This is an optimization exercise on Yosys and OpenROAD, whose aim is small area and a short achievable clock period, not a production implementation. Only simulation tests tie the RTL to the original design; equivalence was not proved. Power and IR drop assume default switching activity.

## the previous run
==> flow/design.v <==
`timescale 1ns / 1ps
module alu_instrmem_top(input clk,
        input reset,
        output [7:0] imem_addr,
        input [15:0] imem_data,
        output [9:0] dmem_addr,
        output [15:0] dmem_wdata,
        output dmem_we,
        input [15:0] dmem_rdata,
        output logic ovf_ctrl,
        output logic take_branch
    );
    wire [15:0] i = imem_data;
    wire [2:0] ra = i[9:7];
    wire [2:0] rb = i[4:2];
    wire f0 = i[15:13] == 3'b000;
    wire f2 = i[15:13] == 3'b010;
    wire f4 = i[15:13] == 3'b100;
    wire f6 = i[15:13] == 3'b110;
    wire f7 = i[15:13] == 3'b111;
    wire is_lw   = f2;
    wire is_sw   = f6 & (i[1:0] == 2'b00);
    wire is_beqz = f6 & (i[1:0] == 2'b01);
    wire is_bnez = f7;
    wire is_add  = f4 & (i[11:10] == 2'b01) & (i[1:0] == 2'b10);
    wire is_srai = f4 & (i[11:10] == 2'b01) & (i[1:0] == 2'b01);
    wire is_lgc  = f4 & (i[11:10] == 2'b11) & (i[6:5] != 2'b00);
    wire is_andi = f4 & (i[11:10] == 2'b10);
    wire is_addi = f0 & (i[1:0] == 2'b01);
    wire is_slli = f0 & (i[1:0] == 2'b10);
    wire we = is_lw | is_add | is_srai | is_lgc | is_andi | is_addi | is_slli;
    wire [2:0] wa = i[14] ? rb : ra;
    logic [15:0] R [0:7];
    logic [7:0] valid;
    logic [15:0] wd;
    always_ff @(posedge clk or posedge reset)
        if (reset) valid <= 8'd0;
        else if (we) valid[wa] <= 1'b1;
    always_ff @(posedge clk)
        if (we) R[wa] <= wd;
    logic [15:0] A, B;
    always_comb begin
        A = 16'd0;
        B = 16'd0;
        for (int k = 0; k < 8; k++) begin
            if (ra == k && valid[k]) A = A | R[k];
            if (rb == k && valid[k]) B = B | R[k];
        end
    end
    wire [4:0] imm5 = {i[5], i[12], i[11:10], i[6]};
    wire [5:0] alo = {1'b0, A[6:2]} + {1'b0, imm5};
    wire [2:0] ahi = A[9:7] + {2'b00, alo[5]};
    assign dmem_addr = {ahi, alo[4:0], A[1:0]};
    wire ovf_mem = ~A[15] & (&A[14:7]) & alo[5];
    wire [15:0] simm = {{10{i[12]}}, i[12], i[6:2]};
    wire [15:0] b = i[15] ? B : simm;       
    wire [15:0] sum = A + b;
    wire ovf_alu = (A[15] == b[15]) & (sum[15] != A[15]);
    assign ovf_ctrl = ((is_lw | is_sw) & ovf_mem) | ((is_add | is_addi) & ovf_alu);
    wire [5:0] sh = {i[12], i[6:2]};
    wire signed [15:0] As = A;
    wire [15:0] sra_s = As >>> sh[3:0];
    wire [15:0] sra = sh[5:4] != 2'b00 ? {16{A[15]}} : sra_s;
    wire [15:0] sll = sh[5:4] != 2'b00 ? 16'd0 : A << sh[3:0];
    wire [15:0] andimm = {10'd0, i[12], i[6:2]};
    logic [15:0] lg;
    always_comb
        if (!i[10]) lg = A & andimm;               
        else case (i[6:5])
            2'b11: lg = A & B;
            2'b10: lg = A | B;
            default: lg = A ^ B;
        endcase
    always_comb
        if (i[14]) wd = dmem_rdata;                 
        else if (!i[15]) wd = i[1] ? sll : sum;     
        else if (!i[11]) wd = i[1] ? sum : sra;     
        else wd = lg;                               
    assign dmem_we = is_sw;
    assign dmem_wdata = B;
    wire az = A == 16'd0;
    assign take_branch = (is_beqz & az) | (is_bnez & ~az);
    wire [7:0] off = {i[12], i[6:5], i[2], i[11:10], i[4:3]};
    logic [7:0] pc;
    always_ff @(posedge clk or posedge reset)
        if (reset) pc <= 8'd0;
        else pc <= take_branch ? pc + off : pc + 8'd1;
    assign imem_addr = pc;
endmodule
Settings: LEC_CHECK=0, CAP_MARGIN=20, CORE_MARGIN=2, CORE_UTILIZATION=40, SETUP_SLACK_MARGIN=4, SLEW_MARGIN=20; clock period 10.0 ns.
run.sh (not shown) runs the stock make flow with config.mk's settings and CLKGATE_MAP_FILE= SYNTH_SCRIPT=/design/flow/synth_recipe.tcl, a recipe that flattens the netlist after the stock synthesis.
The following lists how the current run was set up differently from the previous run:
==> flow/design.v, changed modules only <==
module alu_instrmem_top(input clk,
        input reset,
        output [7:0] imem_addr,
        input [15:0] imem_data,
        output [9:0] dmem_addr,
        output [15:0] dmem_wdata,
        output dmem_we,
        input [15:0] dmem_rdata,
        output logic ovf_ctrl,
        output logic take_branch
    );
    wire [15:0] i = imem_data;
    wire [2:0] ra = i[9:7];
    wire [2:0] rb = i[4:2];
    wire f0 = i[15:13] == 3'b000;
    wire f2 = i[15:13] == 3'b010;
    wire f4 = i[15:13] == 3'b100;
    wire f6 = i[15:13] == 3'b110;
    wire f7 = i[15:13] == 3'b111;
    wire is_lw   = f2;
    wire is_sw   = f6 & (i[1:0] == 2'b00);
    wire is_beqz = f6 & (i[1:0] == 2'b01);
    wire is_bnez = f7;
    wire is_add  = f4 & (i[11:10] == 2'b01) & (i[1:0] == 2'b10);
    wire is_srai = f4 & (i[11:10] == 2'b01) & (i[1:0] == 2'b01);
    wire is_lgc  = f4 & (i[11:10] == 2'b11) & (i[6:5] != 2'b00);
    wire is_andi = f4 & (i[11:10] == 2'b10);
    wire is_addi = f0 & (i[1:0] == 2'b01);
    wire is_slli = f0 & (i[1:0] == 2'b10);
    wire we = is_lw | is_add | is_srai | is_lgc | is_andi | is_addi | is_slli;
    wire [2:0] wa = i[14] ? rb : ra;
    logic [15:0] R [0:7];
    logic [7:0] valid;
    logic [15:0] wd;
    always_ff @(posedge clk or posedge reset)
        if (reset) valid <= 8'd0;
        else if (we) valid[wa] <= 1'b1;
    always_ff @(posedge clk)
        if (we) R[wa] <= wd;
    logic [15:0] A, B;
    always_comb begin
        A = 16'd0;
        B = 16'd0;
        for (int k = 0; k < 8; k++) begin
            if (ra == k && valid[k]) A = A | R[k];
            if (rb == k && valid[k]) B = B | R[k];
        end
    end
    wire [4:0] imm5 = {i[5], i[12], i[11:10], i[6]};
    wire [5:0] alo = {1'b0, A[6:2]} + {1'b0, imm5};
    wire [2:0] ahi = A[9:7] + {2'b00, alo[5]};
    assign dmem_addr = {ahi, alo[4:0], A[1:0]};
    wire ovf_mem = ~A[15] & (&A[14:7]) & alo[5];
    wire [5:0] imm6 = {i[12], i[6:2]};
    wire is_andi_f = i[11] & ~i[10];           
    logic [15:0] b;
    always_comb
        if (!i[15]) b = {{10{i[12]}}, imm6};            
        else if (is_andi_f) b = {10'd0, imm6};           
        else b = B;                                      
    wire [15:0] P = A ^ b;
    wire [15:0] G = A & b;
    wire [15:0] sum = A + b;
    wire ovf_alu = (A[15] == b[15]) & (sum[15] != A[15]);
    assign ovf_ctrl = ((is_lw | is_sw) & ovf_mem) | ((is_add | is_addi) & ovf_alu);
    logic [15:0] lg;
    always_comb
        if (!i[10]) lg = G;                     
        else case (i[6:5])
            2'b11: lg = G;                      
            2'b10: lg = P | G;                  
            default: lg = P;                    
        endcase
    wire [5:0] sh = imm6;
    logic [15:0] Ar, x, y, yr;
    always_comb for (int k = 0; k < 16; k++) Ar[k] = A[15-k];
    assign x = i[15] ? A : Ar;                  
    wire fill = i[15] & A[15];
    wire [31:0] xs = {{16{fill}}, x} >> sh[3:0];
    assign y = (sh[5:4] != 2'b00) ? {16{fill}} : xs[15:0];
    always_comb for (int k = 0; k < 16; k++) yr[k] = y[15-k];
    always_comb
        if (i[14]) wd = dmem_rdata;                 
        else if (!i[15]) wd = i[1] ? yr : sum;      
        else if (!i[11]) wd = i[1] ? sum : y;       
        else wd = lg;                               
    assign dmem_we = is_sw;
    assign dmem_wdata = B;
    wire az = A == 16'd0;
    assign take_branch = (is_beqz & az) | (is_bnez & ~az);
    wire [7:0] off = {i[12], i[6:5], i[2], i[11:10], i[4:3]};
    wire [7:0] inc = take_branch ? off : 8'd1;
    logic [7:0] pc;
    always_ff @(posedge clk or posedge reset)
        if (reset) pc <= 8'd0;
        else pc <= pc + inc;
    assign imem_addr = pc;
endmodule
[summary]
- In the metrics for the previous run and the current run, the one carrying the lower average instance area after synthesis is the previous run.
- Measured against each other, the previous run and the current run differ in worst setup slack, the lower figure coming from the current run.
- Taking the previous run as the reference, in the current run overall routed net length went down; count of non-CTS buffers in the layout went up.
- Side by side, final standard cell area without fillers turned out higher in the current run than in the previous run.
- The current run: sequential share of layout area is 0.16 points lower than what the previous run reported.
- Diff the previous run and the current run: met1 demand-to-capacity share in global routing higher in the current run
- Diff the previous run and the current run: total leakage power lower in the previous run
- When the current run is set beside the previous run, its worst hold slack turns out to be 14 ps larger.
- Sort the previous run and the current run by longest individual stage delay on the worst path, ascending, and the previous run comes first.
- Number of buffers and inverters on the critical path is higher on the previous run
- Against the previous run, the current run comes in about 7% lower on die area.

-- static timing again, ports no longer ideal --
The results above use ideal ports. As a check the final layouts listed here were re-extracted and re-timed, cells and wires unchanged.
Step 1: set_driving_cell puts a clkbuf_16 on clk and a buf_2 on each other input, an assumption about the parent block.
Step 2 moves the port delays by t, midway between the first and last clock arrival at a register: inputs arrive t later, outputs are due t later. That takes back most of the time a late clock gives input paths.
Three values: ideal ports, drivers, drivers and shift; two values: the first two.
run	t, ns	slack for setup (ns)	worst setup path at the end	worst register clock-pin slew, ns	worst data-port slew with drivers (ns)
the previous run	0.476	2.692 / 2.544 / 2.544	input to output	0.07 / 0.07	0.19
the current run	0.483	2.403 / 2.362 / 2.223	input to register	0.07 / 0.07	0.09
After both steps every run listed still meets setup and hold. The setup slack of the current run, which loses most, moves by -0.041 ns with the drivers and by -0.180 ns with both steps.
